What follows belongs to an exercise in optimizing a design on an open flow for a short achievable clock period and few clock cycles; a production flow would make more cautious choices.
At most, simulation tests tie the RTL to the original design; equivalence was not proved.
The RTL of runs 1, 2 and 4 was laid out without a check of its function.
No activity file was given, so power comes from the tool's default toggle rates.

==> design.v <==
`timescale 1ns / 1ps
module AND(
input a,
input b,
output c
    );
assign c = a & b;
endmodule
`timescale 1ns / 1ps
module MUX(
    input wire signal,
    input wire [7:0] mux_in1,
    input wire [7:0] mux_in2,
    output reg [7:0] mux_out
);
always @(*) begin
   case(signal)
       1'b0: mux_out = mux_in1;
       1'b1: mux_out = mux_in2;
   endcase
end
endmodule
`timescale 1ns / 1ps
module ALU(
    input wire [7:0] data_in1,
    input wire [7:0] data_in2,
    input wire [3:0] opcode,
    input wire ALU_src,
    input wire clk,
    input wire rst,
    output reg [7:0] result,
    output reg compare
);
reg [7:0] alu_value;
always @(*) begin
    alu_value = 8'b00000000;
    case (opcode)
        4'b0000: alu_value = data_in1 + data_in2;    
        4'b0001: alu_value = data_in1 - data_in2;    
        4'b0010: alu_value = data_in1 & data_in2;    
        4'b0011: alu_value = data_in1 | data_in2;    
        4'b0100: alu_value = data_in1 ^ data_in2;    
        4'b0101: alu_value = data_in1 >> data_in2;   
        4'b0110: alu_value = data_in1 << data_in2;   
        4'b1001: alu_value = data_in1 + data_in2;    
        4'b1010: alu_value = data_in1 + data_in2;    
        default: alu_value = 8'b00000000;
    endcase
end
always @(*) begin
    compare = 1'b0;
    if (ALU_src) begin
        case (opcode)
            4'b0111: compare = (data_in1 == data_in2);  
            4'b1000: compare = (data_in1 != data_in2);  
            default: compare = 1'b0;
        endcase
    end
end
always @(posedge clk or posedge rst) begin
    if (rst)
        result <= 8'b00000000;
    else if (ALU_src)
        result <= alu_value;
end
endmodule
`timescale 1ns / 1ps
module program_counter(
    input clk,
    input rst,
    input [7:0] pc_increment,  
    input jump,
    input PC_enable,
    input [7:0] jump_label,
    output reg [5:0] instruction_addr
);
    always @(posedge clk or posedge rst) begin
        if (rst) begin
            instruction_addr <= 6'b000001;
        end
        else if (PC_enable) begin
            if (jump)
                instruction_addr <= jump_label[5:0];   
            else if (pc_increment[5:0] == 6'b000000)
                instruction_addr <= instruction_addr + 6'b000001;   
            else
                instruction_addr <= instruction_addr + pc_increment[5:0];  
        end
    end
endmodule
module instruction_decoder(
    input wire [16:0] instruction,   
    output reg [4:0] opcode,         
    output reg [3:0] read_reg1,      
    output reg [3:0] read_reg2,      
    output reg [3:0] write_reg,      
    output reg [7:0] immediate       
);
always @(*) begin
    opcode    = instruction[16:12];  
    read_reg1 = instruction[11:8];   
    read_reg2 = instruction[7:4];    
    if (opcode < 5'b00111) begin  
        write_reg  = instruction[3:0];    
        immediate  = 8'b00000000;         
    end
    else if (instruction[16] == 1'b1) begin  
        write_reg  = instruction[3:0];    
        immediate  = {4'b0000, instruction[11:8]};
    end
    else begin
        write_reg  = instruction[11:8];              
        immediate  = {4'b0000, instruction[3:0]};    
    end
end
endmodule
module control_unit_multicycle(
    input wire clk,               
    input wire reset,             
    input wire [4:0] opcode,      
    output reg reg_write,         
    output reg branch,
    output reg ALU_src,
    output reg load,
    output reg immediate_signal,
    output reg mem_write,
    output reg jump,
    output reg PC_enable,         
    output reg IR_enable,         
    output reg mem_enable,        
    output reg reg_enable,        
    output reg halted             
);
localparam FETCH = 3'b000;
localparam DECODE = 3'b001;
localparam EXECUTE = 3'b010;
localparam MEMORY = 3'b011;
localparam WRITEBACK = 3'b100;
reg [2:0] state, next_state;
always @(posedge clk or posedge reset) begin
    if (reset)
        state <= FETCH;
    else
        state <= next_state;
end
always @(posedge clk or posedge reset) begin
    if (reset)
        halted <= 1'b0;
    else if (state == EXECUTE && opcode > 5'b01011)
        halted <= 1'b1;
end
always @(*) begin
    case (state)
        FETCH: next_state = DECODE;
        DECODE: next_state = EXECUTE;
        EXECUTE: begin
            if (opcode == 5'b01001 || opcode == 5'b01010)   
                next_state = MEMORY;
            else if (opcode < 7)                           
                next_state = WRITEBACK;
            else                                         
                next_state = FETCH;
        end
        MEMORY: begin
            if (opcode == 5'b01001)                       
                next_state = WRITEBACK;
            else                                         
                next_state = FETCH;
        end
        WRITEBACK: next_state = FETCH;
        default: next_state = FETCH;
    endcase
end
always @(*) begin
    reg_write = 1'b0;
    branch = 1'b0;
    ALU_src = 1'b0;
    load = 1'b0;
    immediate_signal = 1'b0;
    mem_write = 1'b0;
    jump = 1'b0;
    PC_enable = 1'b0;
    IR_enable = 1'b0;
    mem_enable = 1'b0;
    reg_enable = 1'b0;
    case (state)
        FETCH: begin
            IR_enable = 1'b1;     
        end
        DECODE: begin
            reg_enable = 1'b1;    
        end
        EXECUTE: begin
            if (opcode < 7) begin
                ALU_src = 1'b1;   
            end
            else if (opcode[4] == 1'b1) begin
                ALU_src = 1'b0;   
                immediate_signal = 1'b1;
            end
            else begin
                case (opcode)
                    5'b00111, 5'b01000: begin   
                        ALU_src = 1'b1;
                        branch = 1'b1;
                        PC_enable = 1'b1;     
                    end
                    5'b01001, 5'b01010: begin   
                        ALU_src = 1'b1;
                        load = 1'b1;          
                    end
                    5'b01011: begin           
                        jump = 1'b1;
                        PC_enable = 1'b1;     
                    end
                    default: ;
                endcase
            end
        end
        MEMORY: begin
            mem_enable = 1'b1;    
            if (opcode == 5'b01010) begin   
                mem_write = 1'b1;
                PC_enable = 1'b1;   
            end
        end
        WRITEBACK: begin
            reg_enable = 1'b1;     
            reg_write = 1'b1;      
            load = (opcode == 5'b01001);  
            PC_enable = 1'b1;      
        end
        default: ;
    endcase
end
endmodule
`timescale 1ns / 1ps
module Register_file(
input clk,
input rst,
input [3:0] read_reg1,
input [3:0] read_reg2,
input [3:0] write_reg,
input [7:0] write_data,
input reg_write,
input reg_enable,
output reg [7:0] read_data1,
output reg [7:0] read_data2,
    output [7:0] r4_out,
    output [7:0] r8_out
);
reg [7:0] register_memory [15:0];
function [7:0] reset_value;
    input [3:0] idx;
    begin
        case (idx)
            4'd1, 4'd2, 4'd7: reset_value = 8'd1;
            4'd6, 4'd8, 4'd9, 4'd10: reset_value = 8'd0;
            4'd11: reset_value = 8'd4;
            default: reset_value = 8'd5;
        endcase
    end
endfunction
integer i;
always @(posedge clk or posedge rst) begin
    if (rst) begin
        for (i = 0; i < 16; i = i + 1)
            register_memory[i] <= reset_value(i[3:0]);
    end
    else if (reg_enable && reg_write) begin
        register_memory[write_reg] <= write_data;
    end
end
always @(posedge clk or posedge rst) begin
    if (rst) begin
        read_data1 <= 8'b00000000;
        read_data2 <= 8'b00000000;
    end
    else if (reg_enable && !reg_write) begin
        read_data1 <= register_memory[read_reg1];
        read_data2 <= register_memory[read_reg2];
    end
end
assign r4_out = register_memory[4];
assign r8_out = register_memory[8];
endmodule
`timescale 1ns / 1ps
module RISC_16_top(
    input clk,
    input rst,
    output [5:0] instruction_addr,
    input [16:0] instruction,
    output [7:0] mem_addr,
    output [7:0] mem_wdata,
    output mem_we,
    input [7:0] mem_rdata,
    output halted,
    output [7:0] r4_out,   
    output [7:0] r8_out    
);
    function [15:0] onehot;
        input [3:0] x;
        begin
            onehot = 16'd1 << x;
        end
    endfunction
    function [7:0] reset_value;
        input [3:0] idx;
        begin
            case (idx)
                4'd1, 4'd2, 4'd7: reset_value = 8'd1;
                4'd6, 4'd8, 4'd9, 4'd10: reset_value = 8'd0;
                4'd11: reset_value = 8'd4;
                default: reset_value = 8'd5;
            endcase
        end
    endfunction
    reg [5:0]  f_pc;        
    reg [5:0]  d_pc;
    reg        d_v;         
    reg        d_pt;        
    reg        sk_v;
    reg [16:0] sk_w;
    reg [5:0]  sk_pc;
    reg        sk_pt;
    reg        d1_v;
    reg [5:0]  d1_pc;
    reg        d1_pt;
    reg [3:0]  d1_a, d1_b, d1_d;
    reg        d1_add, d1_sub, d1_and, d1_or, d1_xor, d1_srl, d1_sll;
    reg        d1_alu, d1_br, d1_beq, d1_ld, d1_st, d1_halt;
    reg        d1_ua, d1_ub, d1_mem, d1_jmp;
    reg [15:0] d1_sa, d1_sb, d1_wd;
    reg [5:0]  d1_bt, d1_rt;
    reg        e_v;
    reg [1:0]  e_cnt;       
    reg [5:0]  e_pc;
    reg        e_pt;
    reg [7:0]  op_a, op_b;  
    reg [15:0] e_sa, e_sb;  
    reg [15:0] e_wd;        
    reg [3:0]  e_fa;        
    reg [3:0]  e_fd;        
    reg        e_add, e_sub, e_and, e_or, e_xor, e_srl, e_sll;
    reg        e_alu, e_br, e_beq, e_ld, e_st, e_halt;
    reg [5:0]  e_bt;        
    reg [5:0]  e_rt;        
    reg [7:0]  R [0:15];    
    reg [15:0] l1_m, l2_m;  
    reg [7:0]  ma, mwd;
    reg        mwe;
    reg        halted_r;    
    reg        frz;         
    reg [15:0] bt_v, bt_t;
    reg [1:0]  bt_tag [0:15];
    reg [5:0]  bt_tgt [0:15];
    reg        js_v;
    reg [5:0]  js_key;
    reg [3:0]  js_tgt;
    assign instruction_addr = f_pc;
    assign mem_addr  = ma;
    assign mem_wdata = mwd;
    assign mem_we    = mwe;
    assign halted    = halted_r;
    assign r4_out    = R[4];
    assign r8_out    = R[8];
    wire stall   = (e_cnt != 2'd0);
    wire go      = e_v & ~stall;
    wire ex_free = ~e_v | go;
    wire       sub = e_sub;
    wire [7:0] sum = op_a + (op_b ^ {8{sub}}) + {7'd0, sub};
    wire       shz = |op_b[7:3];
    wire [7:0] srl = shz ? 8'd0 : (op_a >> op_b[2:0]);
    wire [7:0] sll = shz ? 8'd0 : (op_a << op_b[2:0]);
    wire [7:0] res = ({8{e_add | e_sub}} & sum)
                   | ({8{e_and}} & (op_a & op_b))
                   | ({8{e_or}}  & (op_a | op_b))
                   | ({8{e_xor}} & (op_a ^ op_b))
                   | ({8{e_srl}} & srl)
                   | ({8{e_sll}} & sll);
    wire eq       = (op_a == op_b);
    wire br_cond  = e_beq ? eq : ~eq;
    wire br_go    = go & e_br;
    wire mispred  = br_go & (br_cond != e_pt);
    wire halt_now = go & e_halt;
    wire flush    = mispred | halt_now;
    wire [15:0] alu_we = go ? e_wd : 16'd0;
    wire hit_a = |(l2_m & e_sa);
    wire hit_b = |(l2_m & e_sb);
    wire [7:0] a_m = hit_a ? mem_rdata : op_a;
    wire [7:0] b_m = hit_b ? mem_rdata : op_b;
    wire p_alu = e_v & e_alu;                  
    wire [15:0] p_wd = p_alu ? e_wd : 16'd0;
    wire [15:0] l2_w = l2_m & ~p_wd;
    wire [7:0] rd_a = (p_alu & (e_fd == d1_a)) ? res :
                      (|(l2_w & d1_sa)) ? mem_rdata : R[d1_a];
    wire [7:0] rd_b = (p_alu & (e_fd == d1_b)) ? res :
                      (|(l2_w & d1_sb)) ? mem_rdata : R[d1_b];
    wire ex_ld = e_v & e_ld;                   
    wire [15:0] l1_live = l1_m & ~p_wd;        
    wire h1a = ex_ld & d1_ua & (d1_a == e_fa);
    wire h1b = ex_ld & d1_ub & (d1_b == e_fa);
    wire h2a = d1_ua & |(d1_sa & l1_live);
    wire h2b = d1_ub & |(d1_sb & l1_live);
    wire [1:0] d1_cnt = ((h1a | h1b) & ~d1_mem) ? 2'd2 :
                        ((h1a | h1b) | ((h2a | h2b) & ~d1_mem) | (d1_halt & ex_ld)) ? 2'd1 : 2'd0;
    wire d1_jump = d1_v & d1_jmp & ~flush;
    wire d1_fix  = d1_v & d1_pt & ~d1_br & ~d1_jmp & ~flush;
    wire redir1  = d1_jump | d1_fix;
    wire d1_free = ~d1_v | ex_free | d1_jump;
    wire [16:0] s_w  = sk_v ? sk_w  : instruction;
    wire [5:0]  s_pc = sk_v ? sk_pc : d_pc;
    wire        s_pt = sk_v ? sk_pt : d_pt;
    wire        s_v  = sk_v | d_v;
    wire [4:0] i_op = s_w[16:12];
    wire [3:0] i_a  = s_w[11:8];
    wire [3:0] i_b  = s_w[7:4];
    wire [3:0] i_d  = s_w[3:0];
    wire i_alu  = (i_op < 5'd7);
    wire i_br   = (i_op == 5'd7) | (i_op == 5'd8);
    wire i_ld   = (i_op == 5'd9);
    wire i_st   = (i_op == 5'd10);
    wire i_jmp  = (i_op == 5'd11);
    wire i_halt = (i_op >= 5'd12);
    wire [5:0] i_bt = s_pc + ((i_d == 4'd0) ? 6'd1 : {2'b00, i_d});
    wire kill    = flush | redir1;
    wire refetch = d_v & sk_v & ~d1_free;
    wire sk_load = d_v & ((sk_v & d1_free) | (~sk_v & ~d1_free));
    wire [3:0] f_ix = f_pc[3:0];
    wire       f_bh = bt_v[f_ix] & (bt_tag[f_ix] == f_pc[5:4]);
    wire       f_bt = f_bh & bt_t[f_ix];
    wire       f_js = js_v & (js_key == f_pc);
    wire [5:0] f_next = f_bt ? bt_tgt[f_ix] :
                        f_js ? {2'b00, js_tgt} : f_pc + 6'd1;
    always @(posedge clk) begin
        if (rst)
            f_pc <= 6'd1;
        else if (!frz) begin
            if (mispred)
                f_pc <= e_rt;
            else if (halt_now)
                f_pc <= e_pc;
            else if (d1_jump)
                f_pc <= {2'b00, d1_d};
            else if (d1_fix)
                f_pc <= d1_pc + 6'd1;
            else if (refetch)
                f_pc <= d_pc;
            else
                f_pc <= f_next;
        end
    end
    always @(posedge clk or posedge rst) begin
        if (rst) begin
            d_pc <= 6'd1;
            d_v  <= 1'b0;
            d_pt <= 1'b0;
        end else begin
            d_pc <= f_pc;
            d_pt <= f_bt;
            d_v  <= ~(frz | kill | refetch);
        end
    end
    always @(posedge clk or posedge rst) begin
        if (rst)
            d1_v <= 1'b0;
        else if (d1_free)
            d1_v <= s_v & ~kill;
    end
    always @(posedge clk or posedge rst) begin
        if (rst)
            sk_v <= 1'b0;
        else if (kill)
            sk_v <= 1'b0;
        else
            sk_v <= sk_load | (sk_v & ~d1_free);
    end
    always @(posedge clk) begin
        if (sk_load) begin
            sk_w  <= instruction;
            sk_pc <= d_pc;
            sk_pt <= d_pt;
        end
    end
    always @(posedge clk) begin
        if (d1_free) begin
            d1_pc <= s_pc;
            d1_pt <= s_pt;
            d1_a  <= i_a;
            d1_b  <= i_b;
            d1_d  <= i_d;
            d1_sa <= onehot(i_a);
            d1_sb <= onehot(i_b);
            d1_wd <= i_alu ? onehot(i_d) : 16'd0;
            d1_add <= (i_op == 5'd0);
            d1_sub <= (i_op == 5'd1);
            d1_and <= (i_op == 5'd2);
            d1_or  <= (i_op == 5'd3);
            d1_xor <= (i_op == 5'd4);
            d1_srl <= (i_op == 5'd5);
            d1_sll <= (i_op == 5'd6);
            d1_alu <= i_alu;
            d1_br  <= i_br;
            d1_beq <= (i_op == 5'd7);
            d1_ld  <= i_ld;
            d1_st  <= i_st;
            d1_halt <= i_halt;
            d1_ua  <= i_alu | i_br | i_st;
            d1_ub  <= i_alu | i_br | i_ld | i_st;
            d1_mem <= i_ld | i_st;
            d1_jmp <= i_jmp;
            d1_bt  <= i_bt;
            d1_rt  <= s_pt ? s_pc + 6'd1 : i_bt;
        end
    end
    always @(posedge clk or posedge rst) begin
        if (rst) begin
            e_v   <= 1'b0;
            e_cnt <= 2'd0;
        end else if (ex_free) begin
            e_v   <= d1_v & ~d1_jmp & ~flush;
            e_cnt <= d1_cnt;
        end else if (stall) begin
            e_cnt <= e_cnt - 2'd1;
        end
    end
    always @(posedge clk) begin
        if (ex_free) begin
            e_pc <= d1_pc;
            e_pt <= d1_pt;
            op_a <= rd_a;
            op_b <= rd_b;
            e_sa <= d1_sa;
            e_sb <= d1_sb;
            e_wd <= d1_wd;
            e_fa <= d1_a;
            e_fd <= d1_d;
            e_add <= d1_add;
            e_sub <= d1_sub;
            e_and <= d1_and;
            e_or  <= d1_or;
            e_xor <= d1_xor;
            e_srl <= d1_srl;
            e_sll <= d1_sll;
            e_alu <= d1_alu;
            e_br  <= d1_br;
            e_beq <= d1_beq;
            e_ld  <= d1_ld;
            e_st  <= d1_st;
            e_halt <= d1_halt;
            e_bt  <= d1_bt;
            e_rt  <= d1_rt;
        end else begin
            op_a <= a_m;
            op_b <= b_m;
        end
    end
    always @(posedge clk or posedge rst) begin
        if (rst) begin
            halted_r <= 1'b0;
            frz  <= 1'b0;
            l1_m <= 16'd0;
            l2_m <= 16'd0;
        end else begin
            if (halt_now) halted_r <= 1'b1;
            if (halt_now) frz <= 1'b1;
            l1_m <= (go & e_ld) ? onehot(e_fa) : 16'd0;
            l2_m <= l1_m & ~alu_we;
        end
    end
    always @(posedge clk) begin
        mwe <= go & e_st;
        ma  <= b_m + {4'b0000, e_fd};
        mwd <= a_m;
    end
    always @(posedge clk or posedge rst) begin
        if (rst) begin
            bt_v <= 16'd0;
            bt_t <= 16'd0;
            js_v <= 1'b0;
        end else begin
            if (br_go) begin
                bt_v[e_pc[3:0]] <= 1'b1;
                bt_t[e_pc[3:0]] <= br_cond;
            end
            if (d1_jump)
                js_v <= 1'b1;
        end
    end
    always @(posedge clk) begin
        if (br_go) begin
            bt_tag[e_pc[3:0]] <= e_pc[5:4];
            bt_tgt[e_pc[3:0]] <= e_bt;
        end
        if (d1_jump) begin
            js_key <= d1_pc - 6'd1;
            js_tgt <= d1_d;
        end
    end
    integer i;
    always @(posedge clk) begin
        for (i = 0; i < 16; i = i + 1) begin
            if (rst)
                R[i] <= reset_value(i[3:0]);
            else if (alu_we[i])
                R[i] <= res;
            else if (l2_m[i])
                R[i] <= mem_rdata;
        end
    end
endmodule
==> flow/run.sh <==
#!/bin/bash
# Layout: the standard flow (standard.sh), with the standard synthesis
# unchanged. Placement and repair differ only in: ports are buffered with
# buf_4 cells instead of the default delay buffer, the resizer may change a
# cell's footprint, and timing repair aims for extra setup margin.
set -euo pipefail
bash standard.sh synth > synth.log 2>&1
bash standard.sh MATCH_CELL_FOOTPRINT=0 \
    "BUFFER_PORTS_ARGS=-buffer_cell sky130_fd_sc_hd__buf_4" \
    SETUP_SLACK_MARGIN=7.5 finish > layout.log 2>&1
==> standard.sh <==
#!/bin/bash
# synth_recipe.tcl (not shown) runs the flow's synth.tcl, then flattens the netlist and writes it again
# the make line also repeats each setting of config.mk as NAME=value (left out here)
make -C /OpenROAD-flow-scripts/flow DESIGN_CONFIG=/design/flow/config.mk WORK_HOME=/design/flow/orfs CLKGATE_MAP_FILE= SYNTH_SCRIPT=/design/flow/synth_recipe.tcl "${@:-finish}"
==> config.mk <==
export PLATFORM = sky130hd
export DESIGN_NAME = RISC_16_top
export DESIGN_NICKNAME = RISC_16_top
export VERILOG_FILES = /design/flow/design.v
export SDC_FILE = /design/flow/constraint.sdc
export NUM_CORES = 4
export LEC_CHECK = 0
export ABC_CLOCK_PERIOD_IN_PS = 2000
export CAP_MARGIN = 20
export CORE_MARGIN = 2
export CORE_UTILIZATION = 40
export PLACE_DENSITY = 0.6
export SLEW_MARGIN = 20
==> constraint.sdc <==
create_clock -name core_clock -period 10.0 [get_ports {clk}]
set_input_delay 2.0000 -clock core_clock [delete_from_list [all_inputs] [get_ports {clk}]]
set_output_delay 2.0000 -clock core_clock [all_outputs]
set_load 0.01 [all_outputs]
==> qor.csv, run 1 <==
metric,value,unit
Synth Area in Compound Gates,13.5,%
crit-path cells,buf_6 > mux2_4 > o31ai_2 > ha_2 > inv_2 > fa_2 > inv_2 > a21o_1 > a21oi_2 > xnor2_1 > nor2_1 > a21oi_1,
Final nets,2729,
IO Port Bufs,66,
leak pwr,13.9,nW
antenna violations before repair,0,
n_diodes,0,
H-tree levels,3,
total CTS buffers,68,
# setup viols final,0,
Multi-input gate area,14200,um^2
Rel. slew slack,24.6,%
multiplexer share of the synthesized area,10.9,%
Sw Share,27.7,%
min cycle time layout,3330,ps
FMAX,300,MHz
clock latency at the later pin of the worst-skew pair,630,ps
cell internal pwr,4.68,mW
Net Sw Power,1.79,mW
period utilization,33.3,%
Die Y,273,um
RSZ-0062 raised after global routing,yes,
DIE WIDTH,273,um
PwrDens,175,nW/um^2
Synth Area in Simple Gates,13.1,%
CTS tree,yes,
sequential power share,45.3,%
Core Rows,98,
drt initial violations,2268,
crit start category,input port,
largest net degree at the start of global routing,86,
Via density,6.08,
sequential standard cell area,16000,um^2
layout cell share with drive strength beyond 1,36.8,%
via count,22251,
"most common cell after layout, fill and taps aside",edfxtp_1,
Worst setup EP type,flip-flop,
Combinational Power Share,16.0,%
Max-Cap Viols,0,
die area,74300,um^2
hpwl dp,61.7,mm
# clock sinks,596,
Synth Area in Adders,2.03,%
slowest CP cell,fa_2,
RD Place Congestion,0.948,
setup_tns,0,ps
Setup CP Type,input port to flip-flop,
CORE AREA,71500,um^2
most frequent cells in the layout,"edfxtp_1 (346), buf_4 (153), nor2_1 (134), a211oi_2 (130), nand2_1 (124)",
clock-pin transition on the worst setup and hold timing paths,60,ps
Post-Syn Area,28900,um^2
post-layout util,51.8,%
global route total overflow,0,
Async SR Flop Fraction,13.3,%
P&R area growth vs syn,28.2,%
Clock Path Buffers,3,
FILL cells,6029,
Hold/Removal Path Class,flip-flop to flip-flop,
Final Hold Fails,0,
Post-Synthesis Cells,2506,
max incr delay on CP,340,ps
Post-synth EDFFs,346,
final setup skew,37.0,ps
Yosys reg bits,596,
Yosys cell types,87,
Worst Max-Slew Pin Slew,1130,ps
first-pass GRT wire length,141,mm
crit path DAT,3720,ps
status,"complete, no violations",
Clock Power Share,38.7,%
Slew Limit Fails,0,
number of global-route vias before repair,21658,
root buf cell,clkbuf_16,
all-layer global routing usage,25.1,%
post-route ant nets,0,
final worst slack,6670,ps
I/O Pins,67,
DRT Wirelength,97.5,mm
initial core utilization,40.4,%
pre-CTS setup slack,5920,ps
main combinational cell family by area after synthesis,compound AO/OA/AOI/OAI gates,
syn_area_per_cell,11.5,um^2
WL/cell,26.6,um
maximum VDD drop,144,uV
ys flop type,edfxtp_1,
Post-Synth XOR/XNOR Area,2.03,%
syn nets,2578,
Synth Warn #,2,
sequential area share after synthesis,54.7,%
first drt pass iteration count,7,
Crit Path Max Fanout,2,
most numerous cell on the critical path,inv_2,
remaining routing DRC violations,0,
worst path required time,10390,ps
[flip-flops by register name, summed over array words and instances, names as in the netlist, 17 cells and up, named ones only]
signal / count
R: 128
sk_w: 17
bt_tgt: 96
bt_tag: 32
[area by class of cell]
class / instances / share of cell area (%)
clock inverters: 33 / 1.14
repair buffers: 273 / 8.03
well taps: 950 / 3.21
clock buffers: 92 / 4.98
flip-flops and latches: 596 / 43.3
repair inverters: 1 / 0.0304
multi-input cells: 1641 / 38.4
inverters: 76 / 0.937
[worst max-delay path, delay by kind of cell]
family / cells / cell delay (ps)
muxes: 1 / 270
and+or+nand+nor: 1 / 110
buffers and inverters: 3 / 180
xor gates and xnor gates: 1 / 150
adders and majority gates: 2 / 560
AOI/OAI and AO/OA: 4 / 460
[power groups by stage]
stage | Sequential, mW | Combinational [mW] | Clock (mW)
2_1_floorplan | 2.90 | 0.583 | 0
3_3_place_gp | 3.00 | 0.740 | 0
3_5_place_dp | 3.01 | 0.749 | 0
4_1_cts | 2.94 | 0.930 | 2.55
5_1_grt | 2.95 | 1.10 | 2.64
6_report | 2.94 | 1.03 | 2.51
[synthesized netlist by cell type, drive strengths merged, types with 26 or more instances]
master,n,area (um^2)
nand2b,28,175
ha,42,526
edfxtp,346,10400
a211oi,168,1270
nand3,126,631
clkbuf,160,601
and3,33,206
nand2,150,563
nand4,26,163
mux2i,60,601
a21oi,89,445
nor2b,126,788
inv,72,270
xor2,29,254
nor2,150,571
mux4,62,1410
dfrtp,78,1950
xnor2,37,332
dfxtp,171,3420
buf,36,175
nor3,26,130
o21ai,101,505
mux2,100,1130
[layer usage]
metal | track usage (%) | vias up | wire length [um]
met5 | 0 | - | 0
met3 | 3.96 | 289 | 7460
met2 | 39.8 | 1040 | 44700
met1 | 35.0 | 11181 | 41100
met4 | 8.75 | 0 | 4180
li1 | - | 9741 | -
[logic make-up after synthesis]
group | Yosys count
multiplexers | 222
AND/OR/NAND/NOR | 744
flip-flops | 596
buffers and inverters | 272
AO/OA/AOI/OAI | 561
XOR/XNOR | 66
adder cells (fa/ha/maj) | 45
[metrics by stage]
step	cells	hold WS, ps	total power, mW	cell area [um^2]
2_1_floorplan	2506	360	3.49	30400
3_3_place_gp	3359	405	3.74	31200
3_5_place_dp	3359	405	3.76	31200
4_1_cts	3591	416	6.41	35600
5_1_grt	3662	425	6.69	37000
6_report	3662	414	6.48	37000
[timing repair]
| item | CTS | global route |
|---|---|---|
| pin swaps | 45 | 72 |
| buffers inserted | 96 | 59 |
| endpoints found under the setup margin | 362 | 320 |
| cloned | 11 | 12 |
| hold buffers | 0 | 0 |
| resized for setup | 307 | 167 |
[worst paths after layout]
| check | end | cells after the start | from | slack, ps |
|---|---|---|---|---|
| max in group asynchronous | l2_m[11] | 2 | rst | 8020 |
| worst min-delay path | e_beq | 0 | d1_beq | 410 |
| worst max-delay path | d1_rt[4] | 12 | instruction[3] | 6670 |
| min in group asynchronous | sk_v | 2 | rst | 1440 |
| worst min register to register | e_beq | 0 | d1_beq | 410 |
| worst max register to register | d1_rt[5] | 11 | sk_v | 6980 |
==> run 2, diff against run 1 <==
--- a/design.v
+++ b/design.v
@@ -330,23 +330,23 @@
     reg        d1_add, d1_sub, d1_and, d1_or, d1_xor, d1_srl, d1_sll;
     reg        d1_alu, d1_br, d1_beq, d1_ld, d1_st, d1_halt;
     reg        d1_ua, d1_ub, d1_mem, d1_jmp;
-    reg [15:0] d1_sa, d1_sb, d1_wd;
-    reg [5:0]  d1_bt, d1_rt;
     reg        e_v;
     reg [1:0]  e_cnt;       
     reg [5:0]  e_pc;
     reg        e_pt;
     reg [7:0]  op_a, op_b;  
-    reg [15:0] e_sa, e_sb;  
     reg [15:0] e_wd;        
     reg [3:0]  e_fa;        
+    reg [3:0]  e_fb;        
     reg [3:0]  e_fd;        
     reg        e_add, e_sub, e_and, e_or, e_xor, e_srl, e_sll;
     reg        e_alu, e_br, e_beq, e_ld, e_st, e_halt;
     reg [5:0]  e_bt;        
     reg [5:0]  e_rt;        
     reg [7:0]  R [0:15];    
-    reg [15:0] l1_m, l2_m;  
+    reg        l1_v, l2_v;
+    reg [3:0]  l1_d, l2_d;  
+    wire [15:0] l2_m = l2_v ? onehot(l2_d) : 16'd0;
     reg [7:0]  ma, mwd;
     reg        mwe;
     reg        halted_r;    
@@ -385,25 +385,26 @@
     wire halt_now = go & e_halt;
     wire flush    = mispred | halt_now;
     wire [15:0] alu_we = go ? e_wd : 16'd0;
-    wire hit_a = |(l2_m & e_sa);
-    wire hit_b = |(l2_m & e_sb);
+    wire hit_a = l2_v & (l2_d == e_fa);
+    wire hit_b = l2_v & (l2_d == e_fb);
     wire [7:0] a_m = hit_a ? mem_rdata : op_a;
     wire [7:0] b_m = hit_b ? mem_rdata : op_b;
     wire p_alu = e_v & e_alu;                  
-    wire [15:0] p_wd = p_alu ? e_wd : 16'd0;
-    wire [15:0] l2_w = l2_m & ~p_wd;
+    wire l2_live = l2_v & ~(p_alu & (e_fd == l2_d));
     wire [7:0] rd_a = (p_alu & (e_fd == d1_a)) ? res :
-                      (|(l2_w & d1_sa)) ? mem_rdata : R[d1_a];
+                      (l2_live & (l2_d == d1_a)) ? mem_rdata : R[d1_a];
     wire [7:0] rd_b = (p_alu & (e_fd == d1_b)) ? res :
-                      (|(l2_w & d1_sb)) ? mem_rdata : R[d1_b];
+                      (l2_live & (l2_d == d1_b)) ? mem_rdata : R[d1_b];
     wire ex_ld = e_v & e_ld;                   
-    wire [15:0] l1_live = l1_m & ~p_wd;        
+    wire l1_live = l1_v & ~(p_alu & (e_fd == l1_d));    
     wire h1a = ex_ld & d1_ua & (d1_a == e_fa);
     wire h1b = ex_ld & d1_ub & (d1_b == e_fa);
-    wire h2a = d1_ua & |(d1_sa & l1_live);
-    wire h2b = d1_ub & |(d1_sb & l1_live);
+    wire h2a = l1_live & d1_ua & (d1_a == l1_d);
+    wire h2b = l1_live & d1_ub & (d1_b == l1_d);
     wire [1:0] d1_cnt = ((h1a | h1b) & ~d1_mem) ? 2'd2 :
                         ((h1a | h1b) | ((h2a | h2b) & ~d1_mem) | (d1_halt & ex_ld)) ? 2'd1 : 2'd0;
+    wire [5:0] d1_bt = d1_pc + ((d1_d == 4'd0) ? 6'd1 : {2'b00, d1_d});
+    wire [5:0] d1_rt = d1_pt ? d1_pc + 6'd1 : d1_bt;
     wire d1_jump = d1_v & d1_jmp & ~flush;
     wire d1_fix  = d1_v & d1_pt & ~d1_br & ~d1_jmp & ~flush;
     wire redir1  = d1_jump | d1_fix;
@@ -422,7 +423,6 @@
     wire i_st   = (i_op == 5'd10);
     wire i_jmp  = (i_op == 5'd11);
     wire i_halt = (i_op >= 5'd12);
-    wire [5:0] i_bt = s_pc + ((i_d == 4'd0) ? 6'd1 : {2'b00, i_d});
     wire kill    = flush | redir1;
     wire refetch = d_v & sk_v & ~d1_free;
     wire sk_load = d_v & ((sk_v & d1_free) | (~sk_v & ~d1_free));
@@ -489,9 +489,6 @@
             d1_a  <= i_a;
             d1_b  <= i_b;
             d1_d  <= i_d;
-            d1_sa <= onehot(i_a);
-            d1_sb <= onehot(i_b);
-            d1_wd <= i_alu ? onehot(i_d) : 16'd0;
             d1_add <= (i_op == 5'd0);
             d1_sub <= (i_op == 5'd1);
             d1_and <= (i_op == 5'd2);
@@ -509,8 +506,6 @@
             d1_ub  <= i_alu | i_br | i_ld | i_st;
             d1_mem <= i_ld | i_st;
             d1_jmp <= i_jmp;
-            d1_bt  <= i_bt;
-            d1_rt  <= s_pt ? s_pc + 6'd1 : i_bt;
         end
     end
     always @(posedge clk or posedge rst) begin
@@ -530,10 +525,9 @@
             e_pt <= d1_pt;
             op_a <= rd_a;
             op_b <= rd_b;
-            e_sa <= d1_sa;
-            e_sb <= d1_sb;
-            e_wd <= d1_wd;
+            e_wd <= d1_alu ? onehot(d1_d) : 16'd0;
             e_fa <= d1_a;
+            e_fb <= d1_b;
             e_fd <= d1_d;
             e_add <= d1_add;
             e_sub <= d1_sub;
@@ -559,16 +553,20 @@
         if (rst) begin
             halted_r <= 1'b0;
             frz  <= 1'b0;
-            l1_m <= 16'd0;
-            l2_m <= 16'd0;
+            l1_v <= 1'b0;
+            l2_v <= 1'b0;
         end else begin
             if (halt_now) halted_r <= 1'b1;
             if (halt_now) frz <= 1'b1;
-            l1_m <= (go & e_ld) ? onehot(e_fa) : 16'd0;
-            l2_m <= l1_m & ~alu_we;
+            l1_v <= go & e_ld;
+            l2_v <= l1_v & ~(go & e_alu & (e_fd == l1_d));
         end
     end
     always @(posedge clk) begin
+        l1_d <= e_fa;
+        l2_d <= l1_d;
+    end
+    always @(posedge clk) begin
         mwe <= go & e_st;
         ma  <= b_m + {4'b0000, e_fd};
         mwd <= a_m;
==> run 2 against run 1 <==
  * Non-clock buffer count shrank 29
  * Core utilization is 0.80 points higher
  * Register-to-register slack better by 110 ps
  * Clock skew is 4.1 ps lower
  * Global-route usage rose by 0.71 points
  * Synthesized cell count shrank 9.5%
  * Critical path depth is 10 lower
  * Clock power is 17% lower
  * Worst hold slack worse by 10 ps
  * Critical endpoint is now instruction_addr[1]
  * Largest power group unchanged
==> qor.csv, run 2 <==
metric,value,unit
status,"complete, no violations",
# setup viols final,0,
crit start category,flip-flop,
largest net degree at the start of global routing,71,
cell taking the most area after synthesis,edfxtp_1,
syn nets,2338,
first-pass GRT wire length,124,mm
setup_tns,0,ps
hpwl dp,53.6,mm
crit path DAT,1230,ps
most common cell in the netlist,edfxtp_1,
drt initial violations,1797,
Max-Cap Viols,0,
via count,19634,
Final nets,2480,
clock-pin transition on the worst setup and hold timing paths,60,ps
global route total overflow,0,
"reg-to-reg slack, setup",7090,ps
Post-Syn Area,24600,um^2
total CTS buffers,53,
sequential standard cell area,12700,um^2
Setup CP Type,flip-flop to primary output,
CP startpoint,f_pc[1],
sequential area share after synthesis,51.1,%
met3 usage,3.45,%
maximum VDD drop,178,uV
Via density,6.07,
Die Y,252,um
layout cell share with drive strength beyond 1,34.4,%
n_diodes,0,
Post-synth EDFFs,258,
antenna violations before repair,1,
most frequent cells in the layout,"edfxtp_1 (258), nand2_1 (195), mux2i_1 (162), nor2_1 (147), buf_4 (136)",
worst path required time,8000,ps
initial core utilization,40.6,%
# clock sinks,486,
Worst setup EP type,primary output,
DIE WIDTH,252,um
root buf cell,clkbuf_16,
RD Place Congestion,0.969,
remaining routing DRC violations,0,
final worst slack,6770,ps
DRT Wirelength,84.6,mm
FILL cells,5169,
post-synth top area share,31.5,%
worst hold slack,404,ps
Multi-input gate area,13300,um^2
Crit Path Max Fanout,2,
Synth Warn #,2,
all-layer global routing usage,25.8,%
Async SR Flop Fraction,10.1,%
first drt pass iteration count,5,
final setup skew,32.9,ps
Yosys reg bits,486,
Post-synth top cells,"edfxtp_1 (258), nor2_1 (228), nand2_1 (216)",
die area,63500,um^2
Yosys cell types,74,
ys flop type,edfxtp_1,
RSZ-0062 raised after global routing,yes,
CORE AREA,60600,um^2
syn_area_per_cell,10.9,um^2
worst r2r src,e_sub,
WL/cell,26.1,um
H-tree levels,2,
min cycle time layout,3230,ps
Final Hold Fails,0,
GR Layer Usage met1,33.0,%
PwrDens,178,nW/um^2
clock latency at the later pin of the worst-skew pair,650,ps
number of global-route vias before repair,19232,
Synth area leaders,"edfxtp_1 (31%), dfxtp_1 (15%), mux2i_1 (6.8%)",
"most common cell after layout, fill and taps aside",edfxtp_1,
leak pwr,11.9,nW
P&R area growth vs syn,29.4,%
pre-CTS setup slack,5930,ps
Hold/Removal Path Class,flip-flop to flip-flop,
period utilization,32.3,%
IO Port Bufs,66,
Core Rows,90,
hold path startpoint,l1_d[0],
max reg flops,128,
met2 GRT Util,44.0,%
post-route ant nets,0,
FMAX,310,MHz
Pwr Total,5.65,mW
grt peak-use layer,met2,
Clock Path Buffers,3,
CTS tree,yes,
most flop-heavy register,R,
Slew Limit Fails,0,
post-layout util,52.6,%
I/O Pins,67,
Rel. slew slack,29.8,%
Post-Synthesis Cells,2267,
Worst Max-Slew Pin Slew,1050,ps
==> run 2: cell types whose count changed in the layout (fill, tap and decap cells not counted), sizes merged, moves of 30 or more <==
cell and delta:
mux2 -32, mux2i +107, dfrtp -30, nand2 +66, a211oi -68, edfxtp -88
nor2b -104, nor2 +78, nand3 -72
==> run 2: layer usage <==
metal | share of wire [%] | vias up
met5 | 0.012 | -
met4 | 4.4 | 2
met3 | 6.5 | 214
met2 | 49 | 855
met1 | 40 | 9823
li1 | - | 8740
==> run 2: logic make-up after synthesis <==
kind of cell | Yosys count | synth area share [%]
adder cells (fa/ha/maj) | 44 | 2.33
AO/OA/AOI/OAI | 480 | 13.4
buffers and inverters | 220 | 3.46
flip-flops | 486 | 51.1
XOR/XNOR | 92 | 3.28
AND/OR/NAND/NOR | 659 | 11.9
multiplexers | 286 | 14.6
==> run 2: power breakdown <==
| part | total [mW] | switching [mW] | internal, mW | leakage (nW) |
|---|---|---|---|---|
| registers | 2.48 | 0.196 | 2.29 | 4.73 |
| logic | 1.10 | 0.594 | 0.502 | 6.28 |
| clock network | 2.08 | 0.872 | 1.21 | 0.889 |
| total | 5.65 | 1.66 | 3.99 | 11.9 |
==> run 2: path summary, 6_finish.rpt <==
| kind | endpoint | depth (start not counted) |
|---|---|---|
| worst max-delay path | instruction_addr[1] | 2 |
| worst min-delay path | l2_d[0] | 0 |
| worst max register to register | R[2][6] | 12 |
| worst min register to register | l2_d[0] | 0 |
| max in group asynchronous | d_pc[0] | 3 |
| min in group asynchronous | l2_v | 2 |
==> run 2: timing repair <==
item,in CTS,in global routing
hold buffers,0,0
resized for setup,371,209
pin swaps,97,96
cloned,13,5
setup buffers,97,37
endpoints found under the setup margin,507,264
==> run 2: layout make-up <==
class / count / area share (%)
repair buffers: 244 / 8.34
clock buffers: 68 / 4.61
multi-input cells: 1565 / 41.9
inverters: 59 / 0.853
well taps: 782 / 3.07
flip-flops and latches: 486 / 40.0
clock inverters: 30 / 1.21
==> run 2: metrics by stage <==
stage	instance area, um^2	cells
after floorplan	25400	2267
after global routing	31800	3234
final	31800	3234
after detailed placement	26200	2983
after CTS	30400	3191
after global placement	26200	2982
==> run 2: critical path, stage by stage (launching register included) <==
cell	delay [ps]
dfxtp_4	350
buf_12	120
buf_6	110
==> run 3, diff against run 2 <==
--- a/design.v
+++ b/design.v
@@ -315,6 +315,15 @@
             endcase
         end
     endfunction
+    function sum_is;
+        input [7:0] a, b, c;
+        input cin;
+        reg [7:0] k;
+        begin
+            k = {(a[6:0] & b[6:0]) | ((a[6:0] ^ b[6:0]) & ~c[6:0]), cin};
+            sum_is = ((a ^ b ^ c) == k);
+        end
+    endfunction
     reg [5:0]  f_pc;        
     reg [5:0]  d_pc;
     reg        d_v;         
@@ -405,6 +414,22 @@
                         ((h1a | h1b) | ((h2a | h2b) & ~d1_mem) | (d1_halt & ex_ld)) ? 2'd1 : 2'd0;
     wire [5:0] d1_bt = d1_pc + ((d1_d == 4'd0) ? 6'd1 : {2'b00, d1_d});
     wire [5:0] d1_rt = d1_pt ? d1_pc + 6'd1 : d1_bt;
+    wire [7:0] ra = R[d1_a];
+    wire [7:0] rb = R[d1_b];
+    wire by_a = p_alu & (e_fd == d1_a);
+    wire by_b = p_alu & (e_fd == d1_b);
+    wire ld_a = (l2_live & (l2_d == d1_a)) | (ex_ld & (d1_a == e_fa)) | (l1_live & (d1_a == l1_d));
+    wire ld_b = (l2_live & (l2_d == d1_b)) | (ex_ld & (d1_b == e_fa)) | (l1_live & (d1_b == l1_d));
+    wire [7:0] by_c = by_a ? rb : ra;            
+    wire res_is_c = ((e_add | e_sub) & sum_is(op_a, op_b ^ {8{e_sub}}, by_c, e_sub))
+                  | (e_and & ((op_a & op_b) == by_c))
+                  | (e_or  & ((op_a | op_b) == by_c))
+                  | (e_xor & ((op_a ^ op_b) == by_c));
+    wire eq1 = (d1_a == d1_b) | ((by_a | by_b) ? res_is_c : (ra == rb));
+    wire early = d1_v & d1_br & ex_free & ~flush & ~ld_a & ~ld_b
+               & ~((by_a | by_b) & (e_srl | e_sll));
+    wire cond1 = d1_beq ? eq1 : ~eq1;
+    wire mis1  = early & (cond1 != d1_pt);
     wire d1_jump = d1_v & d1_jmp & ~flush;
     wire d1_fix  = d1_v & d1_pt & ~d1_br & ~d1_jmp & ~flush;
     wire redir1  = d1_jump | d1_fix;
@@ -423,7 +448,7 @@
     wire i_st   = (i_op == 5'd10);
     wire i_jmp  = (i_op == 5'd11);
     wire i_halt = (i_op >= 5'd12);
-    wire kill    = flush | redir1;
+    wire kill    = flush | redir1 | mis1;
     wire refetch = d_v & sk_v & ~d1_free;
     wire sk_load = d_v & ((sk_v & d1_free) | (~sk_v & ~d1_free));
     wire [3:0] f_ix = f_pc[3:0];
@@ -440,6 +465,8 @@
                 f_pc <= e_rt;
             else if (halt_now)
                 f_pc <= e_pc;
+            else if (mis1)
+                f_pc <= d1_rt;
             else if (d1_jump)
                 f_pc <= {2'b00, d1_d};
             else if (d1_fix)
@@ -522,7 +549,7 @@
     always @(posedge clk) begin
         if (ex_free) begin
             e_pc <= d1_pc;
-            e_pt <= d1_pt;
+            e_pt <= early ? cond1 : d1_pt;
             op_a <= rd_a;
             op_b <= rd_b;
             e_wd <= d1_alu ? onehot(d1_d) : 16'd0;
--- a/config.mk
+++ b/config.mk
@@ -8,6 +8,6 @@
 export ABC_CLOCK_PERIOD_IN_PS = 2000
 export CAP_MARGIN = 20
 export CORE_MARGIN = 2
-export CORE_UTILIZATION = 40
-export PLACE_DENSITY = 0.6
+export CORE_UTILIZATION = 60
+export PLACE_DENSITY = 0.75
 export SLEW_MARGIN = 20
==> run 3 against run 2 <==
  * Still clean on timing, DRC and antenna
  * Non-clock buffer count is 72 higher
  * Register-to-register slack worse by 2100 ps
  * Final cell count is 0.19% higher
  * Via count is 19% higher
  * Global-route usage is 21 points higher
  * Synthesized cell count is 6.4% higher
  * Maximum frequency is 35% lower
  * Highest routed layer unchanged
==> qor.csv, run 3 <==
metric,value,unit
Pwr Total,5.66,mW
status,"complete, no violations",
Core Rows,76,
max incr delay on CP,450,ps
Post-Synthesis Cells,2412,
global route total overflow,0,
P&R area growth vs syn,30.4,%
first drt pass iteration count,8,
layout cell share with drive strength beyond 1,36.0,%
first-pass GRT wire length,149,mm
Final nets,2686,
Final Hold Fails,0,
syn_area_per_cell,10.8,um^2
antenna violations before repair,6,
Via density,7.23,
Clock Path Buffers,3,
post-synth top area share,29.8,%
CORE AREA,43000,um^2
hold path cells,0,
R2R cell count,19,
syn nets,2486,
I/O Pins,67,
Post-synth top cells,"edfxtp_1 (258), nor2_1 (248), mux2i_1 (198)",
Hold Path End,e_and,
root buf cell,clkbuf_16,
"most common cell after layout, fill and taps aside",edfxtp_1,
most common cell in the netlist,edfxtp_1,
sequential area share after synthesis,48.2,%
drt initial violations,3892,
hold path startpoint,d1_and,
clock-pin transition on the worst setup and hold timing paths,60,ps
cell taking the most area after synthesis,edfxtp_1,
Slew Limit Fails,0,
largest net degree at the start of global routing,77,
# setup viols final,0,
Yosys cell types,93,
DRT Wirelength,111,mm
R2R Path End,f_pc[2],
Synth Warn #,2,
Hold/Removal Path Class,flip-flop to flip-flop,
Yosys reg bits,486,
Setup CP Type,flip-flop to flip-flop,
worst hold slack,399,ps
via count,23418,
Worst setup EP type,flip-flop,
WL/cell,34.4,um
setup_tns,0,ps
slowest CP cell,a22oi_1,
Async SR Flop Fraction,10.1,%
maximum VDD drop,197,uV
Rel. slew slack,22.5,%
cell area after layout,33900,um^2
H-tree levels,2,
"reg-to-reg slack, setup",5040,ps
crit path DAT,5450,ps
remaining routing DRC violations,0,
number of global-route vias before repair,21810,
max reg flops,128,
FMAX,202,MHz
Synth area leaders,"edfxtp_1 (30%), dfxtp_1 (14%), mux2i_1 (7.6%)",
final setup skew,37.0,ps
# clock sinks,486,
Max-Cap Viols,0,
worst path required time,10490,ps
hpwl dp,60.7,mm
most frequent cells in the layout,"edfxtp_1 (258), mux2i_1 (191), nand2_1 (166), buf_4 (158), nor2_1 (144)",
Post-synth EDFFs,258,
Crit Path Max Fanout,8,
worst r2r src,d1_b[3],
die area,45100,um^2
DIE WIDTH,212,um
most numerous cell on the critical path,buf_12,
PwrDens,167,nW/um^2
post-layout util,79.0,%
CTS tree,yes,
leak pwr,12.8,nW
Worst Max-Slew Pin Slew,1160,ps
ys flop type,edfxtp_1,
initial core utilization,60.6,%
clock latency at the later pin of the worst-skew pair,660,ps
RD Place Congestion,1.01,
period utilization,49.6,%
Die Y,212,um
RSZ-0062 raised after global routing,yes,
crit start category,flip-flop,
crit-path cells,buf_6 > buf_12 > buf_4 > buf_12 > mux2i_1 > o2bb2ai_1 > a22oi_1 > a31oi_4 > mux2i_4 > nor2_1 > nor4_2 > o311ai_1 > or4_1 > o2111a_1 > nor2_4 > xnor2_4 > mux2_4 > o21ai_2 > a221oi_2,
# hold bufs at CTS,0,
Post-Syn Area,26000,um^2
post-route ant nets,0,
most flop-heavy register,R,
min cycle time layout,4960,ps
placed cell areas,27300,um^2
total CTS buffers,49,
IO Port Bufs,66,
all-layer global routing usage,46.4,%
==> run 3: how the worst max path moves through the flow <==
stage | start | to | slack (ps)
5_1_grt | d1_a[3] | f_pc[1] | 4990
2_1_floorplan | d1_a[0] | flip-flop | 5340
4_1_cts | d1_b[3] | f_pc[2] | 5220
6_report | d1_b[3] | f_pc[2] | 5040
3_5_place_dp | d1_a[0] | f_pc[2] | 4020
3_3_place_gp | d1_a[0] | flip-flop | 4060
==> run 3: worst max-delay path: cells and delay by family, from the launching register on <==
kind                   cells  cell delay, ps
AO/OA/AOI/OAI              7            1520
XOR/XNOR                   1             200
buffers and inverters      4             550
flip-flops                 1             420
multiplexers               3            1020
AND/OR/NAND/NOR            4            1080
==> run 3: layer usage <==
| layer | share of wire (%) | track usage, % | vias up |
|---|---|---|---|
| met4 | 9.7 | 31.6 | 10 |
| met3 | 13 | 13.5 | 679 |
| li1 | - | - | 9357 |
| met5 | 0.095 | 0 | - |
| met2 | 43 | 70.5 | 2076 |
| met1 | 34 | 57.4 | 11296 |
==> run 3: layout make-up <==
class | count | area [um^2]
fill | 2426 | 9040
antenna | 2 | 5.00
clock buffer | 75 | 1470
sequential | 486 | 12700
timing repair inverter | 1 | 7.51
timing repair buffer | 316 | 3760
multi-input combinational | 1684 | 14700
inverter | 74 | 322
tap | 585 | 732
clock inverter | 17 | 218
==> run 3: logic make-up (layout without fill, tap and decap cells) <==
group                    Yosys count  after routing  share of synthesized area (%)
AND/OR/NAND/NOR                  705            708                           12.8
multiplexers                     313            313                           14.9
adder cells (fa/ha/maj)           47             47                           2.40
flip-flops                       486            486                           48.2
AO/OA/AOI/OAI                    472            472                           12.7
XOR/XNOR                         144            144                           4.87
other                              0              2                              0
buffers and inverters            245            483                           4.05
==> run 3: power by group <==
part | switching, mW | internal (mW)
Clock | 0.852 | 1.10
Sequential | 0.169 | 2.26
Combinational | 0.725 | 0.549
==> run 3: what timing repair did <==
| action | 4_1_cts | 5_1_grt |
|---|---|---|
| endpoints found under the hold margin | 0 | 0 |
| cloned | 30 | 8 |
| setup buffers | 100 | 83 |
| endpoints found under the setup margin | 399 | 472 |
| pin swaps | 126 | 113 |
| gates resized for setup | 417 | 271 |
==> run 3: metrics by stage <==
step	worst slack, ps	std cells
after floorplan	5340	2412
after global placement	4060	2922
after detailed placement	4020	2922
after CTS	5220	3144
after global routing	4990	3238
final	5040	3240
Testbench counts of run 3, summed over its fixed seeds: cycles 48,744.
==> run 4, diff against run 3 <==
--- a/design.v
+++ b/design.v
@@ -324,6 +324,30 @@
             sum_is = ((a ^ b ^ c) == k);
         end
     endfunction
+    function [7:0] fast_add;
+        input [7:0] a, b;
+        input cin;
+        reg [7:0] p, g, gg, pp, g1, p1;
+        integer n, d;
+        begin
+            p = a ^ b;
+            g = a & b;
+            g[0] = g[0] | (p[0] & cin);
+            gg = g;
+            pp = p;
+            for (d = 1; d < 8; d = d * 2) begin
+                g1 = gg;
+                p1 = pp;
+                for (n = d; n < 8; n = n + 1) begin
+                    g1[n] = gg[n] | (pp[n] & gg[n - d]);
+                    p1[n] = pp[n] & pp[n - d];
+                end
+                gg = g1;
+                pp = p1;
+            end
+            fast_add = p ^ {gg[6:0], cin};
+        end
+    endfunction
     reg [5:0]  f_pc;        
     reg [5:0]  d_pc;
     reg        d_v;         
@@ -338,7 +362,7 @@
     reg [3:0]  d1_a, d1_b, d1_d;
     reg        d1_add, d1_sub, d1_and, d1_or, d1_xor, d1_srl, d1_sll;
     reg        d1_alu, d1_br, d1_beq, d1_ld, d1_st, d1_halt;
-    reg        d1_ua, d1_ub, d1_mem, d1_jmp;
+    reg        d1_ua, d1_ub, d1_mem;
     reg        e_v;
     reg [1:0]  e_cnt;       
     reg [5:0]  e_pc;
@@ -377,7 +401,7 @@
     wire go      = e_v & ~stall;
     wire ex_free = ~e_v | go;
     wire       sub = e_sub;
-    wire [7:0] sum = op_a + (op_b ^ {8{sub}}) + {7'd0, sub};
+    wire [7:0] sum = fast_add(op_a, op_b ^ {8{sub}}, sub);
     wire       shz = |op_b[7:3];
     wire [7:0] srl = shz ? 8'd0 : (op_a >> op_b[2:0]);
     wire [7:0] sll = shz ? 8'd0 : (op_a << op_b[2:0]);
@@ -430,14 +454,17 @@
                & ~((by_a | by_b) & (e_srl | e_sll));
     wire cond1 = d1_beq ? eq1 : ~eq1;
     wire mis1  = early & (cond1 != d1_pt);
-    wire d1_jump = d1_v & d1_jmp & ~flush;
-    wire d1_fix  = d1_v & d1_pt & ~d1_br & ~d1_jmp & ~flush;
-    wire redir1  = d1_jump | d1_fix;
-    wire d1_free = ~d1_v | ex_free | d1_jump;
+    wire d1_fix  = d1_v & d1_pt & ~d1_br & ~flush;
+    wire redir1  = d1_fix;
+    wire d1_free = ~d1_v | ex_free;
+    wire j_jmp  = (instruction[16:12] == 5'd11);
+    wire [3:0] j_d = instruction[3:0];
+    wire d0_jump = d_v & j_jmp;
+    wire d_keep  = d_v & ~j_jmp;
     wire [16:0] s_w  = sk_v ? sk_w  : instruction;
     wire [5:0]  s_pc = sk_v ? sk_pc : d_pc;
     wire        s_pt = sk_v ? sk_pt : d_pt;
-    wire        s_v  = sk_v | d_v;
+    wire        s_v  = sk_v | d_keep;
     wire [4:0] i_op = s_w[16:12];
     wire [3:0] i_a  = s_w[11:8];
     wire [3:0] i_b  = s_w[7:4];
@@ -446,11 +473,10 @@
     wire i_br   = (i_op == 5'd7) | (i_op == 5'd8);
     wire i_ld   = (i_op == 5'd9);
     wire i_st   = (i_op == 5'd10);
-    wire i_jmp  = (i_op == 5'd11);
     wire i_halt = (i_op >= 5'd12);
     wire kill    = flush | redir1 | mis1;
     wire refetch = d_v & sk_v & ~d1_free;
-    wire sk_load = d_v & ((sk_v & d1_free) | (~sk_v & ~d1_free));
+    wire sk_load = d_keep & ((sk_v & d1_free) | (~sk_v & ~d1_free));
     wire [3:0] f_ix = f_pc[3:0];
     wire       f_bh = bt_v[f_ix] & (bt_tag[f_ix] == f_pc[5:4]);
     wire       f_bt = f_bh & bt_t[f_ix];
@@ -467,10 +493,10 @@
                 f_pc <= e_pc;
             else if (mis1)
                 f_pc <= d1_rt;
-            else if (d1_jump)
-                f_pc <= {2'b00, d1_d};
             else if (d1_fix)
                 f_pc <= d1_pc + 6'd1;
+            else if (d0_jump)
+                f_pc <= {2'b00, j_d};
             else if (refetch)
                 f_pc <= d_pc;
             else
@@ -485,7 +511,7 @@
         end else begin
             d_pc <= f_pc;
             d_pt <= f_bt;
-            d_v  <= ~(frz | kill | refetch);
+            d_v  <= ~(frz | kill | refetch | d0_jump);
         end
     end
     always @(posedge clk or posedge rst) begin
@@ -503,7 +529,7 @@
             sk_v <= sk_load | (sk_v & ~d1_free);
     end
     always @(posedge clk) begin
-        if (sk_load) begin
+        if (!(sk_v && !d1_free)) begin
             sk_w  <= instruction;
             sk_pc <= d_pc;
             sk_pt <= d_pt;
@@ -532,7 +558,6 @@
             d1_ua  <= i_alu | i_br | i_st;
             d1_ub  <= i_alu | i_br | i_ld | i_st;
             d1_mem <= i_ld | i_st;
-            d1_jmp <= i_jmp;
         end
     end
     always @(posedge clk or posedge rst) begin
@@ -540,7 +565,7 @@
             e_v   <= 1'b0;
             e_cnt <= 2'd0;
         end else if (ex_free) begin
-            e_v   <= d1_v & ~d1_jmp & ~flush;
+            e_v   <= d1_v & ~flush;
             e_cnt <= d1_cnt;
         end else if (stall) begin
             e_cnt <= e_cnt - 2'd1;
@@ -595,7 +620,7 @@
     end
     always @(posedge clk) begin
         mwe <= go & e_st;
-        ma  <= b_m + {4'b0000, e_fd};
+        ma  <= fast_add(b_m, {4'b0000, e_fd}, 1'b0);
         mwd <= a_m;
     end
     always @(posedge clk or posedge rst) begin
@@ -608,7 +633,7 @@
                 bt_v[e_pc[3:0]] <= 1'b1;
                 bt_t[e_pc[3:0]] <= br_cond;
             end
-            if (d1_jump)
+            if (d0_jump)
                 js_v <= 1'b1;
         end
     end
@@ -617,9 +642,9 @@
             bt_tag[e_pc[3:0]] <= e_pc[5:4];
             bt_tgt[e_pc[3:0]] <= e_bt;
         end
-        if (d1_jump) begin
-            js_key <= d1_pc - 6'd1;
-            js_tgt <= d1_d;
+        if (d0_jump) begin
+            js_key <= d_pc - 6'd1;
+            js_tgt <= j_d;
         end
     end
     integer i;
==> run 4 against run 3 <==
  * Non-clock buffer count fell by 37
  * Largest cell class unchanged
  * Sequential cell count shrank 1
  * Final area shrank 1.0%
  * Wire length fell by 7.9%
  * Combinational power is about 20% lower
  * Clock power down 2%
  * Sequential power down 3%
  * Power fell by 6.8%
  * Global-route usage decreased by 2.8 points
  * Clock skew about the same
  * Die area decreased by 0.24%
  * Critical endpoint is now d_v
==> qor.csv, run 4 <==
metric,value,unit
status,"complete, no violations",
Max-Cap Viols,0,
ys flop type,edfxtp_1,
Core Rows,76,
largest net degree at the start of global routing,71,
Synth area leaders,"edfxtp_1 (30%), dfxtp_1 (14%), mux2i_1 (7.9%)",
most common cell in the netlist,edfxtp_1,
Yosys cell types,90,
antenna violations before repair,4,
Yosys reg bits,485,
cell taking the most area after synthesis,edfxtp_1,
R2R Path End,d_v,
CORE AREA,42900,um^2
max reg flops,128,
CTS tree,yes,
Die Y,212,um
final setup skew,37.3,ps
"reg-to-reg slack, setup",5700,ps
first drt pass iteration count,7,
RSZ-0062 raised after global routing,yes,
n_diodes,0,
clock-pin transition on the worst setup and hold timing paths,60,ps
PwrDens,157,nW/um^2
Via density,7.07,
I/O Pins,67,
worst hold slack,414,ps
Clock Path Buffers,3,
# setup viols final,0,
Worst Max-Slew Pin Slew,1160,ps
Setup CP Type,flip-flop to flip-flop,
Worst setup EP type,flip-flop,
DIE WIDTH,212,um
Hold Path End,e_srl,
crit path DAT,4820,ps
Final nets,2650,
Async SR Flop Fraction,10.1,%
layout cell share with drive strength beyond 1,34.9,%
clock latency at the later pin of the worst-skew pair,640,ps
Post-synth top cells,"edfxtp_1 (257), nor2_1 (229), mux2i_1 (204)",
hold path startpoint,d1_srl,
Net Sw Power,1.53,mW
H-tree levels,2,
total CTS buffers,49,
syn_area_per_cell,10.8,um^2
Synth Warn #,2,
drt initial violations,3265,
post-route ant nets,0,
Post-Syn Area,26000,um^2
Crit Path Max Fanout,12,
leak pwr,12.7,nW
Clock Power Share,36.3,%
die area,45000,um^2
Final Hold Fails,0,
most frequent cells in the layout,"edfxtp_1 (257), mux2i_1 (195), nand2_1 (176), dfxtp_1 (126), buf_4 (126)",
Rel. slew slack,22.6,%
number of global-route vias before repair,21395,
crit start category,flip-flop,
# clock sinks,485,
initial core utilization,60.6,%
RD Place Congestion,1.00,
Sw Share,29.0,%
most flop-heavy register,R,
cell internal pwr,3.74,mW
post-synth top area share,29.7,%
R2R cell count,17,
P&R area growth vs syn,29.3,%
Hold/Removal Path Class,flip-flop to flip-flop,
WL/cell,32.0,um
sequential power share,44.6,%
DRT Wirelength,103,mm
global route total overflow,0,
remaining routing DRC violations,0,
hold path cells,0,
min cycle time layout,4300,ps
sequential area share after synthesis,48.2,%
syn nets,2486,
hpwl dp,59.3,mm
period utilization,43.0,%
CP startpoint,d1_b[1],
via count,22646,
worst path required time,10520,ps
FILL cells,2478,
Post-synth EDFFs,257,
first-pass GRT wire length,143,mm
Combinational Power Share,19.1,%
setup_tns,0,ps
IO Port Bufs,66,
root buf cell,clkbuf_16,
Post-Synthesis Cells,2412,
FMAX,233,MHz
post-layout util,78.3,%
maximum VDD drop,212,uV
worst r2r src,d1_b[1],
Slew Limit Fails,0,
"most common cell after layout, fill and taps aside",edfxtp_1,
all-layer global routing usage,43.6,%
[run 4: cell count changes after synthesis, sizes merged, moves of 7 or more]
cell | before | now
xor2 | 74 | 56
nor2 | 251 | 229
and2 | 5 | 14
xnor2 | 70 | 84
o21ai | 89 | 108
a22oi | 18 | 10
a211oi | 111 | 125
nand2 | 180 | 187
o22ai | 8 | 16
nand3b | 17 | 26
nand3 | 59 | 50
mux2 | 60 | 53
[run 4: logic make-up after synthesis]
kind of cell / count (synthesis) / share of synthesized area [%]
xor+xnor: 140 / 4.72
compound gates: 482 / 12.8
simple gates: 702 / 13.1
buf+inv: 246 / 3.93
fa+ha+maj: 47 / 2.41
mux: 310 / 14.8
flops: 485 / 48.2
[run 4: power by group through the flow]
| stage | Combinational (mW) | Clock (mW) | Sequential, mW |
|---|---|---|---|
| floorplan | 0.496 | 0 | 2.33 |
| global placement | 0.657 | 0 | 2.38 |
| detailed placement | 0.668 | 0 | 2.39 |
| CTS | 0.861 | 1.91 | 2.35 |
| global route | 1.03 | 1.98 | 2.36 |
| finish | 1.01 | 1.91 | 2.35 |
[run 4: worst max-delay path by stage]
stage / end / slack (ps) / cells past startpoint
5_1_grt: f_pc[2] / 5550 / 16
6_report: d_v / 5700 / 17
3_5_place_dp: flip-flop / 5120 / 18
3_3_place_gp: flip-flop / 5170 / 18
2_1_floorplan: d_v / 6220 / 19
4_1_cts: f_pc[2] / 5850 / 16
[run 4: layout make-up]
class | instances | area [um^2] | area share, %
clock buffer | 70 | 1380 | 4.09
timing repair buffer | 279 | 3530 | 10.5
inverter | 75 | 325 | 0.968
multi-input combinational | 1685 | 14700 | 43.7
clock inverter | 21 | 288 | 0.857
sequential | 485 | 12700 | 37.7
timing repair inverter | 1 | 7.51 | 0.0223
tap | 585 | 732 | 2.18
[run 4: what timing repair did]
action	CTS	global route
pin swaps	136	103
setup buffers	106	39
endpoints found under the setup margin	352	305
gates cloned	26	15
hold buffers	0	0
gates resized for setup	425	199
[run 4: critical path, cell delays in order, from the launching register on]
cell	delay, ps
edfxtp_1	410
buf_6	180
buf_12	150
or2b_4	250
a21oi_1	60
or4_4	560
o32a_1	380
mux2i_4	310
o21ai_2	80
mux2_2	290
a2111oi_4	350
o2111ai_2	220
and4_4	250
o21ai_4	140
buf_12	150
buf_4	120
nand2_4	60
nor4b_4	220
[run 4: metrics by stage]
step | cells | total power, mW | area (um^2) | setup WS, ps
global route | 3201 | 5.37 | 33600 | 5550
floorplan | 2412 | 2.83 | 27100 | 6220
finish | 3201 | 5.27 | 33600 | 5700
CTS | 3147 | 5.12 | 32100 | 5850
detailed placement | 2924 | 3.06 | 27400 | 5120
global placement | 2924 | 3.04 | 27400 | 5170
[run 4: routing by layer]
layer  share of wire (%)  track usage (%)  vias up
li1                    -                -     9286
met1                  36             55.3    11083
met2                  45             69.0     1738
met3                  11             8.97      533
met4                 8.2             26.3        6
met5               0.059                0        -

==> afterwards: timing with drivers on the ports <==
The results above use ideal ports. As a check the final layouts listed here were re-extracted and re-timed, cells and wires unchanged. Step 1: set_driving_cell puts a clkbuf_16 on clk and a buf_2 on each other input, an assumption about the parent block. Step 2 moves the port delays by t, midway between the first and last clock arrival at a register: inputs arrive t later, outputs are due t later. That takes back most of the time a late clock gives input paths. Three values: no drivers, after step 1, after step 2; two values: the first two.
| run | t, ns | setup WS [ns] | worst slew at a driven data input, ns |
|---|---|---|---|
| run 1 | 0.680 | 6.666 / 6.697 / 6.017 | 0.18 |
| run 2 | 0.687 | 6.773 / 6.715 / 6.213 | 0.21 |
| run 3 | 0.706 | 5.039 / 5.039 / 5.039 | 0.27 |
| run 4 | 0.683 | 5.702 / 5.702 / 5.702 | 0.27 |
After both steps setup and hold are still met in every run listed. The setup slack of run 1, which loses most, moves by +0.031 ns with the drivers and by -0.649 ns with both steps.
